This design comes from an exercise in tuning for small area on the open sky130 flow, not from production work. At most, simulation tests tie the RTL to the original design; equivalence was not proved. The flow treats the clock pin as an ideal source. Dropping or thinning the clock tree relies on that and would not hold on a real chip. Power and IR drop assume default switching activity.

v6:
==> module uart_vector_processor, before the edit <==
module uart_vector_processor #(
    parameter int BIT_RATE = 115200,
    parameter int CLK_FREQ = 1_843_200,
    parameter int MAX_VECT_SIZE = 8,
    parameter int MAX_MAT_ROWS = 4,
    parameter int MAX_MAT_COLS = 4
)(
    input wire clk,
    input wire resetn,
    input wire uart_rx,
    output wire uart_tx,
    output wire led_busy,
    output wire led_rx_active,
    output wire led_tx_active,
    output wire led_error
);
    localparam [2:0] S_IDLE = 3'b000,    
                     S_SZ   = 3'b001,    
                     S_OP1  = 3'b010,    
                     S_OP2  = 3'b011,    
                     S_TX   = 3'b100,    
                     S_ERR  = 3'b101;    
    reg [2:0] st;
    reg       frm;           
    reg [7:0] fc;            
    reg [3:0] ph;            
    reg [3:0] w;             
    reg [1:0] bi;            
    reg [3:0] L;             
    reg [1:0] op;            
    reg       c;             
    reg       dA;            
    reg       bcur;          
    reg       act;           
    reg       txo;           
    wire [3:0] m = fc[7:4];
    wire s_idle = (st == S_IDLE);
    wire s_sz   = (st == S_SZ);
    wire s_op1  = (st == S_OP1);
    wire s_op2  = (st == S_OP2);
    wire is_tx  = (st == S_TX);
    wire is_err = (st == S_ERR);
    wire is_mat = ~op[1] & ~op[0];
    wire is_dot = op[1] & op[0];
    wire muldot = op[1];
    reg [15:0] rE [0:15];
    reg [15:0] rO [0:15];
    wire [2:0] yidx = w[2:0] & {3{~is_dot}};
    wire XE_lo = rE[{1'b0, w[2:0]}][0];
    wire XO_lo = rO[{1'b0, w[2:0]}][0];
    wire YE = rE[{1'b1, yidx}][0];
    wire YO = rO[{1'b1, yidx}][0];
    wire XE = w[3] ? YE : XE_lo;
    wire XO = w[3] ? YO : XO_lo;
    wire [2:0] bb = {1'b0, bi} + {1'b0, is_tx & is_dot, is_tx & op[1] & ~op[0]};
    wire bitwin = frm & ~m[3];                           
    wire hit    = bitwin & (ph == {bb[1:0], m[2:1]});    
    wire s15    = &ph;
    wire fend   = frm & s15 & m[3] & (m[0] == is_tx);
    wire rxstart = ~frm & ~uart_rx & ~is_err & ~is_tx;
    wire txstart = ~frm & is_tx & s15;
    wire rx   = uart_rx;
    wire rxop = frm & ~is_tx;
    wire rhit = hit & rxop;
    wire [2:0] k = m[2:0];
    wire XR   = m[0] ? XO : XE;                          
    wire cin_add = c & ~((bi == 2'd0) & (k == 3'd0));
    wire nb   = s_op1 ? rx : (XR ^ rx ^ cin_add);
    wire cadd = (XR & rx) | (cin_add & (XR ^ rx));
    wire pass   = act;
    wire pfirst = (ph == 4'd0);
    wire cin_m  = c & ~pfirst;
    wire t0 = bcur & XE;
    wire s0 = YE ^ t0 ^ cin_m;
    wire c1 = (YE & t0) | (cin_m & (YE ^ t0));
    wire t1 = bcur & XO;
    wire s1 = YO ^ t1 ^ c1;
    wire c2 = (YO & t1) | (c1 & (YO ^ t1));
    wire capv = ~bb[2] & (muldot ? (m[0] ? YO : YE) : XR);
    wire wrX  = pass | (rhit & (s_op1 | (s_op2 & ~muldot)));
    wire wrY  = pass | (s_op1 & muldot);
    wire XdE = pass ? (dA & ~pfirst) : (m[0] ? XE : nb);
    wire XdO = pass ? XE : (m[0] ? nb : XO);
    wire YdE = pass & s0;
    wire YdO = pass & s1;
    wire UdE = is_mat ? XdE : YdE;
    wire UdO = is_mat ? XdO : YdO;
    genvar gi;
    generate
        for (gi = 0; gi < 16; gi = gi + 1) begin : g_slot
            wire we;
            wire dE, dO;
            if (gi < 8) begin : g_lo
                assign we = wrX & (w == gi);
                assign dE = XdE;
                assign dO = XdO;
            end else begin : g_hi
                assign we = (wrX & (w == gi)) | (wrY & (yidx == gi - 8));
                assign dE = UdE;
                assign dO = UdO;
            end
            always @(posedge clk) begin
                rE[gi] <= {we ? dE : rE[gi][0], rE[gi][15:1]};
                rO[gi] <= {we ? dO : rO[gi][0], rO[gi][15:1]};
            end
        end
    endgenerate
    wire skip = is_mat & (w[1:0] == L[1:0]);
    wire [3:0] wnx = (w | {2'b00, skip, skip}) + 4'd1;
    wire last = (w == L);
    wire brin = (k == 3'd0) | c;
    wire dbit = rx ^ brin;
    always @(posedge clk) begin
        ph <= ph + 4'd1;
        fc <= rxstart ? 8'hF1 : txstart ? 8'h00 : fc + 8'd1;
        dA <= XO;
        if (pass) begin
            c  <= c2;
        end else if (rhit) begin
            c <= s_sz ? (brin & ~rx) : cadd;
        end
        if (rhit & s_idle) begin
            if (k == 3'd0) op[0] <= rx;
            if (k == 3'd1) op[1] <= rx;
        end
        if (rhit & s_sz & (bi == 2'd0) & ~k[2] & (~k[1] | ~is_mat)) begin
            if (is_mat & w[0]) L <= {L[3:2], dbit, L[1]};
            else               L <= {dbit, L[3:1]};
        end
        if (is_tx) begin
            if (hit) bcur <= capv;
        end else if (s15)
            bcur <= rx;
        if (s15)
            act <= bitwin & rxop & s_op2 & muldot;
        if (fend) begin
            if (s_idle) begin
                bi <= 2'd0;
                w  <= 4'd0;
            end else begin
                bi <= bi + 2'd1;
                if (bi == 2'd3)
                    w <= s_sz ? {3'b000, is_mat & ~w[0]} : (last ? 4'd0 : wnx);
            end
        end
    end
    always @(posedge clk or negedge resetn) begin
        if (!resetn) begin
            st  <= S_IDLE;
            frm <= 1'b0;
            txo <= 1'b1;
        end else begin
            if (rxstart | txstart) frm <= 1'b1;
            else if (fend)         frm <= 1'b0;
            if (s15)
                txo <= ~txstart & ~(is_tx & bitwin & ~(hit ? capv : bcur));
            if (rhit & s_idle & (k[2] | k[1]) & (rx ^ (~k[2] & ~k[0] & is_mat)))
                st <= S_ERR;
            else if (fend & (bi == 2'd3 | s_idle)) begin
                case (st)
                    S_IDLE: st <= S_SZ;
                    S_SZ:   if (~(is_mat & ~w[0])) st <= S_OP1;
                    S_OP1:  if (last) st <= S_OP2;
                    S_OP2:  if (last) st <= S_TX;
                    S_TX:   if (last | is_dot) st <= S_IDLE;
                    default: ;
                endcase
            end
        end
    end
    assign uart_tx       = txo;
    assign led_tx_active = is_tx;
    assign led_rx_active = ~st[2] & (st[1] | st[0]);
    assign led_busy      = led_rx_active | is_tx;
    assign led_error     = is_err;
endmodule
clock: 100.0 ns
lec_check: 0
cap_margin: 20
core_margin: 2
core_utilization: 40
cts_cluster_diameter: 100
cts_cluster_size: 35
slew_margin: 20
run.sh (not shown) runs the stock make flow with config.mk's settings and CLKGATE_MAP_FILE= SYNTH_SCRIPT=/design/flow/synth_recipe.tcl, a recipe that flattens the netlist after the stock synthesis.
v6: no failed stages, no open violations at the end
The following lists how v7 was set up differently from v6:
--- a/flow/design.v
+++ b/flow/design.v
@@ -110,15 +110,15 @@
     wire last = (w == L);
     wire brin = (k == 3'd0) | c;
     wire dbit = rx ^ brin;
     always @(posedge clk) begin
         ph <= ph + 4'd1;
         fc <= rxstart ? 8'hF1 : txstart ? 8'h00 : fc + 8'd1;
-        dA <= XO;
         if (pass) begin
             c  <= c2;
+            dA <= XO;
         end else if (rhit) begin
             c <= s_sz ? (brin & ~rx) : cadd;
         end
         if (rhit & s_idle) begin
             if (k == 3'd0) op[0] <= rx;
             if (k == 3'd1) op[1] <= rx;
Findings:
- Per the comparison of v7 with v6, final critical-path share of the clock period held; relative slew slack +3.3 points; sequential share of power increased 0.2 points; final worst-path setup slack was more or less identical.
- [compare] base=v6 new=v7: mux contribution to synthesized area rose 2.0 points, post-synthesis share of cell area spent on full adders, half adders and majority gates did not really move, worst IR drop on VDD went down 0.0011 mV.
- Looking at worst setup path startpoint, the st[1]$_DFFE_PN0P_ result is from v7; the st[0]$_DFFE_PN0P_ one comes from v6.
- Comparing v6 and v7, placement row count is higher on v6.

---

## old
The RTL this note starts from:
==> flow/design.v <==
module uart_vector_processor #(
    parameter int BIT_RATE = 115200,
    parameter int CLK_FREQ = 1_843_200,
    parameter int MAX_VECT_SIZE = 8,
    parameter int MAX_MAT_ROWS = 4,
    parameter int MAX_MAT_COLS = 4
)(
    input wire clk,
    input wire resetn,
    input wire uart_rx,
    output wire uart_tx,
    output wire led_busy,
    output wire led_rx_active,
    output wire led_tx_active,
    output wire led_error
);
    localparam [2:0] S_IDLE = 3'b000,    
                     S_SZ   = 3'b001,    
                     S_OP1  = 3'b010,    
                     S_OP2  = 3'b011,    
                     S_TX   = 3'b100,    
                     S_ERR  = 3'b101;    
    reg [2:0] st;
    reg       frm;           
    reg [7:0] fc;            
    reg [3:0] ph;            
    reg [3:0] w;             
    reg [1:0] bi;            
    reg [3:0] L;             
    reg [1:0] op;            
    reg       c;             
    reg       dA;            
    reg       bcur;          
    reg       act;           
    reg       txo;           
    wire [3:0] m = fc[7:4];
    wire s_idle = (st == S_IDLE);
    wire s_sz   = (st == S_SZ);
    wire s_op1  = (st == S_OP1);
    wire s_op2  = (st == S_OP2);
    wire is_tx  = (st == S_TX);
    wire is_err = (st == S_ERR);
    wire is_mat = ~op[1] & ~op[0];
    wire is_dot = op[1] & op[0];
    wire muldot = op[1];
    reg [15:0] rE [0:15];
    reg [15:0] rO [0:15];
    wire [2:0] yidx = w[2:0] & {3{~is_dot}};
    wire XE_lo = rE[{1'b0, w[2:0]}][0];
    wire XO_lo = rO[{1'b0, w[2:0]}][0];
    wire YE = rE[{1'b1, yidx}][0];
    wire YO = rO[{1'b1, yidx}][0];
    wire XE = w[3] ? YE : XE_lo;
    wire XO = w[3] ? YO : XO_lo;
    wire [2:0] bb = {1'b0, bi} + {1'b0, is_tx & is_dot, is_tx & op[1] & ~op[0]};
    wire bitwin = frm & ~m[3];                           
    wire hit    = bitwin & (ph == {bb[1:0], m[2:1]});    
    wire s15    = &ph;
    wire fend   = frm & s15 & m[3] & (m[0] == is_tx);
    wire rxstart = ~frm & ~uart_rx & ~is_err & ~is_tx;
    wire txstart = ~frm & is_tx & s15;
    wire rx   = uart_rx;
    wire rxop = frm & ~is_tx;
    wire rhit = hit & rxop;
    wire [2:0] k = m[2:0];
    wire XR   = m[0] ? XO : XE;                          
    wire cin_add = c & ~((bi == 2'd0) & (k == 3'd0));
    wire nb   = s_op1 ? rx : (XR ^ rx ^ cin_add);
    wire cadd = (XR & rx) | (cin_add & (XR ^ rx));
    wire pass   = act;
    wire pfirst = (ph == 4'd0);
    wire cin_m  = c & ~pfirst;
    wire t0 = bcur & XE;
    wire s0 = YE ^ t0 ^ cin_m;
    wire c1 = (YE & t0) | (cin_m & (YE ^ t0));
    wire t1 = bcur & XO;
    wire s1 = YO ^ t1 ^ c1;
    wire c2 = (YO & t1) | (c1 & (YO ^ t1));
    wire capv = ~bb[2] & (muldot ? (m[0] ? YO : YE) : XR);
    wire wrX  = pass | (rhit & (s_op1 | (s_op2 & ~muldot)));
    wire wrY  = pass | (s_op1 & muldot);
    wire XdE = pass ? (dA & ~pfirst) : (m[0] ? XE : nb);
    wire XdO = pass ? XE : (m[0] ? nb : XO);
    wire YdE = pass & s0;
    wire YdO = pass & s1;
    wire UdE = is_mat ? XdE : YdE;
    wire UdO = is_mat ? XdO : YdO;
    genvar gi;
    generate
        for (gi = 0; gi < 16; gi = gi + 1) begin : g_slot
            wire we;
            wire dE, dO;
            if (gi < 8) begin : g_lo
                assign we = wrX & (w == gi);
                assign dE = XdE;
                assign dO = XdO;
            end else begin : g_hi
                assign we = (wrX & (w == gi)) | (wrY & (yidx == gi - 8));
                assign dE = UdE;
                assign dO = UdO;
            end
            always @(posedge clk) begin
                rE[gi] <= {we ? dE : rE[gi][0], rE[gi][15:1]};
                rO[gi] <= {we ? dO : rO[gi][0], rO[gi][15:1]};
            end
        end
    endgenerate
    wire skip = is_mat & (w[1:0] == L[1:0]);
    wire [3:0] wnx = (w | {2'b00, skip, skip}) + 4'd1;
    wire last = (w == L);
    wire brin = (k == 3'd0) | c;
    wire dbit = rx ^ brin;
    always @(posedge clk) begin
        ph <= ph + 4'd1;
        fc <= rxstart ? 8'hF1 : txstart ? 8'h00 : fc + 8'd1;
        if (pass) begin
            c  <= c2;
            dA <= XO;
        end else if (rhit) begin
            c <= s_sz ? (brin & ~rx) : cadd;
        end
        if (rhit & s_idle) begin
            if (k == 3'd0) op[0] <= rx;
            if (k == 3'd1) op[1] <= rx;
        end
        if (rhit & s_sz & (bi == 2'd0) & ~k[2] & (~k[1] | ~is_mat)) begin
            if (is_mat & w[0]) L <= {L[3:2], dbit, L[1]};
            else               L <= {dbit, L[3:1]};
        end
        if (is_tx) begin
            if (hit) bcur <= capv;
        end else if (s15)
            bcur <= rx;
        if (s15)
            act <= bitwin & rxop & s_op2 & muldot;
        if (fend) begin
            if (s_idle) begin
                bi <= 2'd0;
                w  <= 4'd0;
            end else begin
                bi <= bi + 2'd1;
                if (bi == 2'd3)
                    w <= s_sz ? {3'b000, is_mat & ~w[0]} : (last ? 4'd0 : wnx);
            end
        end
    end
    always @(posedge clk or negedge resetn) begin
        if (!resetn) begin
            st  <= S_IDLE;
            frm <= 1'b0;
            txo <= 1'b1;
        end else begin
            if (rxstart | txstart) frm <= 1'b1;
            else if (fend)         frm <= 1'b0;
            if (s15)
                txo <= ~txstart & ~(is_tx & bitwin & ~(hit ? capv : bcur));
            if (rhit & s_idle & (k[2] | k[1]) & (rx ^ (~k[2] & ~k[0] & is_mat)))
                st <= S_ERR;
            else if (fend & (bi == 2'd3 | s_idle)) begin
                case (st)
                    S_IDLE: st <= S_SZ;
                    S_SZ:   if (~(is_mat & ~w[0])) st <= S_OP1;
                    S_OP1:  if (last) st <= S_OP2;
                    S_OP2:  if (last) st <= S_TX;
                    S_TX:   if (last | is_dot) st <= S_IDLE;
                    default: ;
                endcase
            end
        end
    end
    assign uart_tx       = txo;
    assign led_tx_active = is_tx;
    assign led_rx_active = ~st[2] & (st[1] | st[0]);
    assign led_busy      = led_rx_active | is_tx;
    assign led_error     = is_err;
endmodule
clock: 100.0 ns
lec_check: 0
abc_area: 1
cap_margin: 20
core_margin: 2
core_utilization: 40
cts_cluster_diameter: 100
cts_cluster_size: 35
slew_margin: 20
The following lists how new was set up differently from old:
--- a/flow/design.v
+++ b/flow/design.v
@@ -111,13 +111,13 @@
     wire brin = (k == 3'd0) | c;
     wire dbit = rx ^ brin;
     always @(posedge clk) begin
         ph <= ph + 4'd1;
         fc <= rxstart ? 8'hF1 : txstart ? 8'h00 : fc + 8'd1;
+        dA <= XO;
         if (pass) begin
             c  <= c2;
-            dA <= XO;
         end else if (rhit) begin
             c <= s_sz ? (brin & ~rx) : cadd;
         end
         if (rhit & s_idle) begin
             if (k == 3'd0) op[0] <= rx;
==> results.txt <==
Compared with old, new ends up with more cell area.
old reports its most congested layer reported by global routing as met1 while new reports met2.
new gives more core occupancy in the finished layout than old did.
Final routed wirelength across all metal layers ended up 480 um lower on new than on old.
The final layout from new, which completed every stage, passed the timing, DRC and antenna checks at the end of the flow.
[compare] base=old new=new: routed wirelength normalized by instance count shows a reduction of 3.5%; overall power of the completed layout went down 9.4 uW; clock skew lower.
Number of cells in the design after placement (new vs. old) increases slightly
Diff old -> new: area taken by flip-flops and latches now sits at about the same level; worst reg2reg path depth shows an increase of 2; number of vias in the routed layout fell by 57.
Compared with old, new shows switching power that has gone down by a few percent.
Relative to old, final RePlAce weighted congestion has gone up in new.
Diff new and old: count of flip-flops with a built-in enable after synthesis lower in new

---

uart_vector_processor, a different RTL version from the one above (not shown whole).
Size: ~900 cells after synthesis, ~8 I/O pins.
==> module uart_vector_processor, before the edit <==
module uart_vector_processor #(
    parameter int BIT_RATE = 115200,
    parameter int CLK_FREQ = 1_843_200,
    parameter int MAX_VECT_SIZE = 8,
    parameter int MAX_MAT_ROWS = 4,
    parameter int MAX_MAT_COLS = 4
)(
    input wire clk,
    input wire resetn,
    input wire uart_rx,
    output wire uart_tx,
    output wire led_busy,
    output wire led_rx_active,
    output wire led_tx_active,
    output wire led_error
);
    localparam [2:0] S_IDLE = 3'b000,    
                     S_SZ   = 3'b001,    
                     S_OP1  = 3'b010,    
                     S_OP2  = 3'b011,    
                     S_TX   = 3'b100,    
                     S_ERR  = 3'b101;    
    reg [2:0] st;
    reg       frm;           
    reg [7:0] fc;            
    reg [3:0] ph;            
    reg [3:0] w;             
    reg [1:0] bi;            
    reg [3:0] L;             
    reg [1:0] op;            
    reg       c;             
    reg       dA;            
    reg       bcur;          
    reg       act;           
    reg       txo;           
    wire [3:0] m = fc[7:4];
    wire s_idle = (st == S_IDLE);
    wire s_sz   = (st == S_SZ);
    wire s_op1  = (st == S_OP1);
    wire s_op2  = (st == S_OP2);
    wire is_tx  = (st == S_TX);
    wire is_err = (st == S_ERR);
    wire is_mat = ~op[1] & ~op[0];
    wire is_dot = op[1] & op[0];
    wire muldot = op[1];
    reg [15:0] rE [0:15];
    reg [15:0] rO [0:15];
    wire [2:0] yidx = w[2:0] & {3{~is_dot}};
    wire XE_lo = rE[{1'b0, w[2:0]}][0];
    wire XO_lo = rO[{1'b0, w[2:0]}][0];
    wire YE = rE[{1'b1, yidx}][0];
    wire YO = rO[{1'b1, yidx}][0];
    wire XE = w[3] ? YE : XE_lo;
    wire XO = w[3] ? YO : XO_lo;
    wire [2:0] bb = {1'b0, bi} + {1'b0, is_tx & is_dot, is_tx & op[1] & ~op[0]};
    wire bitwin = frm & ~m[3];                           
    wire hit    = bitwin & (ph == {bb[1:0], m[2:1]});    
    wire s15    = &ph;
    wire fend   = frm & s15 & m[3] & (m[0] == is_tx);
    wire rxstart = ~frm & ~uart_rx;
    wire txstart = ~frm & is_tx & s15;
    wire rx   = uart_rx;
    wire rxop = frm & ~is_tx;
    wire rhit = hit & rxop;
    wire [2:0] k = m[2:0];
    wire XR   = m[0] ? XO : XE;                          
    wire cin_add = c & ~((bi == 2'd0) & (k == 3'd0));
    wire nb   = s_op1 ? rx : (XR ^ rx ^ cin_add);
    wire cadd = (XR & rx) | (cin_add & (XR ^ rx));
    wire pass   = act;
    wire pfirst = (ph == 4'd0);
    wire cin_m  = c & ~pfirst;
    wire t0 = bcur & XE;
    wire s0 = YE ^ t0 ^ cin_m;
    wire c1 = (YE & t0) | (cin_m & (YE ^ t0));
    wire t1 = bcur & XO;
    wire s1 = YO ^ t1 ^ c1;
    wire c2 = (YO & t1) | (c1 & (YO ^ t1));
    wire capv = ~bb[2] & (muldot ? (m[0] ? YO : YE) : XR);
    wire wrX  = pass | (rhit & (s_op1 | (s_op2 & ~muldot)));
    wire wrY  = pass | (s_op1 & muldot);
    wire XdE = pass ? (dA & ~pfirst) : (m[0] ? XE : nb);
    wire XdO = pass ? XE : (m[0] ? nb : XO);
    wire YdE = pass & s0;
    wire YdO = pass & s1;
    wire UdE = is_mat ? XdE : YdE;
    wire UdO = is_mat ? XdO : YdO;
    genvar gi;
    generate
        for (gi = 0; gi < 16; gi = gi + 1) begin : g_slot
            wire we;
            wire dE, dO;
            if (gi < 8) begin : g_lo
                assign we = wrX & (w == gi);
                assign dE = XdE;
                assign dO = XdO;
            end else begin : g_hi
                assign we = (wrX & (w == gi)) | (wrY & (yidx == gi - 8));
                assign dE = UdE;
                assign dO = UdO;
            end
            always @(posedge clk) begin
                rE[gi] <= {we ? dE : rE[gi][0], rE[gi][15:1]};
                rO[gi] <= {we ? dO : rO[gi][0], rO[gi][15:1]};
            end
        end
    endgenerate
    wire skip = is_mat & (w[1:0] == L[1:0]);
    wire [3:0] wnx = (w | {2'b00, skip, skip}) + 4'd1;
    wire last = (w == L);
    wire brin = (k == 3'd0) | c;
    wire dbit = rx ^ brin;
    always @(posedge clk) begin
        ph <= ph + 4'd1;
        fc <= rxstart ? 8'hF1 : txstart ? 8'h00 : fc + 8'd1;
        dA <= XO;
        if (pass) begin
            c  <= c2;
        end else if (rhit) begin
            c <= s_sz ? (brin & ~rx) : cadd;
        end
        if (rhit & s_idle) begin
            if (k == 3'd0) op[0] <= rx;
            if (k == 3'd1) op[1] <= rx;
        end
        if (rhit & s_sz & (bi == 2'd0) & ~k[2] & (~k[1] | ~is_mat)) begin
            if (is_mat & w[0]) L <= {L[3:2], dbit, L[1]};
            else               L <= {dbit, L[3:1]};
        end
        if (is_tx) begin
            if (hit) bcur <= capv;
        end else if (s15)
            bcur <= rx;
        if (s15)
            act <= bitwin & rxop & s_op2 & muldot;
        if (fend) begin
            if (s_idle) begin
                bi <= 2'd0;
                w  <= 4'd0;
            end else begin
                bi <= bi + 2'd1;
                if (bi == 2'd3)
                    w <= s_sz ? {3'b000, is_mat & ~w[0]} : (last ? 4'd0 : wnx);
            end
        end
    end
    always @(posedge clk or negedge resetn) begin
        if (!resetn) begin
            st  <= S_IDLE;
            frm <= 1'b0;
            txo <= 1'b1;
        end else begin
            if (rxstart | txstart) frm <= 1'b1;
            else if (fend)         frm <= 1'b0;
            if (s15)
                txo <= ~txstart & ~(is_tx & bitwin & ~(hit ? capv : bcur));
            if (rhit & s_idle & (k[2] | k[1]) & (rx ^ (~k[2] & ~k[0] & is_mat)))
                st <= S_ERR;
            else if (fend & (bi == 2'd3 | s_idle)) begin
                case (st)
                    S_IDLE: st <= S_SZ;
                    S_SZ:   if (~(is_mat & ~w[0])) st <= S_OP1;
                    S_OP1:  if (last) st <= S_OP2;
                    S_OP2:  if (last) st <= S_TX;
                    S_TX:   if (last | is_dot) st <= S_IDLE;
                    default: ;
                endcase
            end
        end
    end
    assign uart_tx       = txo;
    assign led_tx_active = is_tx;
    assign led_rx_active = ~st[2] & (st[1] | st[0]);
    assign led_busy      = led_rx_active | is_tx;
    assign led_error     = is_err;
endmodule
export LEC_CHECK = 0
export CAP_MARGIN = 20
export CORE_MARGIN = 2
export CORE_UTILIZATION = 40
export CTS_CLUSTER_DIAMETER = 100
export CTS_CLUSTER_SIZE = 35
export SLEW_MARGIN = 20
create_clock -name core_clock -period 100.0 [get_ports {clk}]
standard.sh (not shown) runs the stock make flow with config.mk's settings and CLKGATE_MAP_FILE= SYNTH_SCRIPT=/design/flow/synth_recipe.tcl, a recipe that flattens the netlist after the stock synthesis.
==> flow/flow/run.sh <==
#!/bin/bash
# Own layout flow: the standard ORFS flow (standard.sh), with
#  - synthesis unchanged except that ABC maps the logic with an area-oriented
#    script (flow/abc_area.script) instead of ORFS's speed script; registers
#    are mapped before ABC runs, so they are the standard synthesis's;
#  - smaller port buffers, no CTS dummy loads, buf_12 clock buffers, and the
#    clock tree's intermediate level removed (root buffer drives the leaf
#    buffers directly).
# Each tool's output goes to a log file in the work folder (and ORFS's own
# logs under orfs/logs).
set -euo pipefail
W=$(pwd)

# ORFS scripts, with ABC's script replaced
rm -rf "$W/scripts_area"
cp -r "$FLOW_HOME/scripts" "$W/scripts_area"
cp "$W/flow/abc_area.script" "$W/scripts_area/abc_speed.script"

bash standard.sh SCRIPTS_DIR="$W/scripts_area" synth > "$W/synth.log" 2>&1

export BUFFER_PORTS_ARGS="-buffer_cell sky130_fd_sc_hd__buf_1"
export CTS_ARGS="-sink_clustering_enable -repair_clock_nets -sink_clustering_size 33 -sink_clustering_max_diameter 100 -dont_use_dummy_load -buf_list sky130_fd_sc_hd__buf_12"
bash standard.sh cts > "$W/place_cts.log" 2>&1

CTS_ODB=$(ls -d "$W"/orfs/results/*/uart_vector_processor/base)/4_cts.odb
CTS_ODB="$CTS_ODB" openroad -no_init -exit "$W/flow/flatten_ctree.tcl" > "$W/flatten_ctree.log" 2>&1

bash standard.sh > "$W/layout.log" 2>&1
Other scripts of this flow, unchanged in this note and not shown: flow/flow/abc_area.script, flow/flow/flatten_ctree.tcl
Next try:
--- a/flow/design.v
+++ b/flow/design.v
@@ -56,8 +56,8 @@
     wire bitwin = frm & ~m[3];                           
     wire hit    = bitwin & (ph == {bb[1:0], m[2:1]});    
     wire s15    = &ph;
-    wire fend   = frm & s15 & m[3] & (m[0] == is_tx);
-    wire rxstart = ~frm & ~uart_rx;
+    wire fend   = frm & s15 & m[3] & ~m[1] & m[0];
+    wire rxstart = ~frm & ~uart_rx & ~is_tx;
     wire txstart = ~frm & is_tx & s15;
     wire rx   = uart_rx;
     wire rxop = frm & ~is_tx;
Outcome:
- sequential cell count is unchanged
- critical path depth stays the same
- cell area hardly moves
- global-route usage is lower by 0.12 points
- total power is lower slightly
- worst setup slack gets worse by 56 ps
- via count is higher slightly
- sequential share of layout area is about the same
- synthesized cell count is lower slightly
- wire length is lower by a few percent
- clock-buffer cell count is unchanged
- sequential power stays flat
No run of this note included a check of the RTL's function; only the layout flow was run.

-- static timing again, ports no longer ideal --
The flow's constraints put no driver on any port. The routed layouts listed below were extracted and timed again, unchanged, in two steps. Step 1 assumes that a clkbuf_16 drives the clock port and a buf_2 every other input. Step 2 moves the port delays by t, midway between the first and last clock arrival at a register: inputs arrive t later, outputs are due t later. That takes back most of the time a late clock gives input paths. a / b / c = ideal / step 1 / step 2; a / b = the first two.
run | shift t [ns] | setup WS [ns] | worst hold slack (ns) | worst setup path after step 2 | cell pins on the clock port's net
v6 | 0.583 | 77.548 / 77.500 / 77.407 | 0.324 / 0.324 / 0.324 | input to register | 1
v7 | 0.575 | 77.546 / 77.502 / 77.461 | 0.322 / 0.322 / 0.322 | input to register | 1
old | 0.572 | 77.767 / 77.718 / 77.638 | 0.318 / 0.318 / 0.318 | input to register | 1
new | 0.570 | 77.714 / 77.669 / 77.743 | 0.327 / 0.327 / 0.327 | input to register | 1
the first run of note 3 | 0.513 | 77.529 / 77.553 / 77.040 | 0.286 / 0.286 / 0.286 | input to register | 1
the second run of note 3 | 0.510 | 77.473 / 77.498 / 76.988 | 0.305 / 0.305 / 0.305 | input to register | 1
After both steps every run listed still meets setup and hold. For the first run of note 3, which loses most, drivers alone change the setup slack by +0.024 ns; drivers and shift together by -0.489 ns.
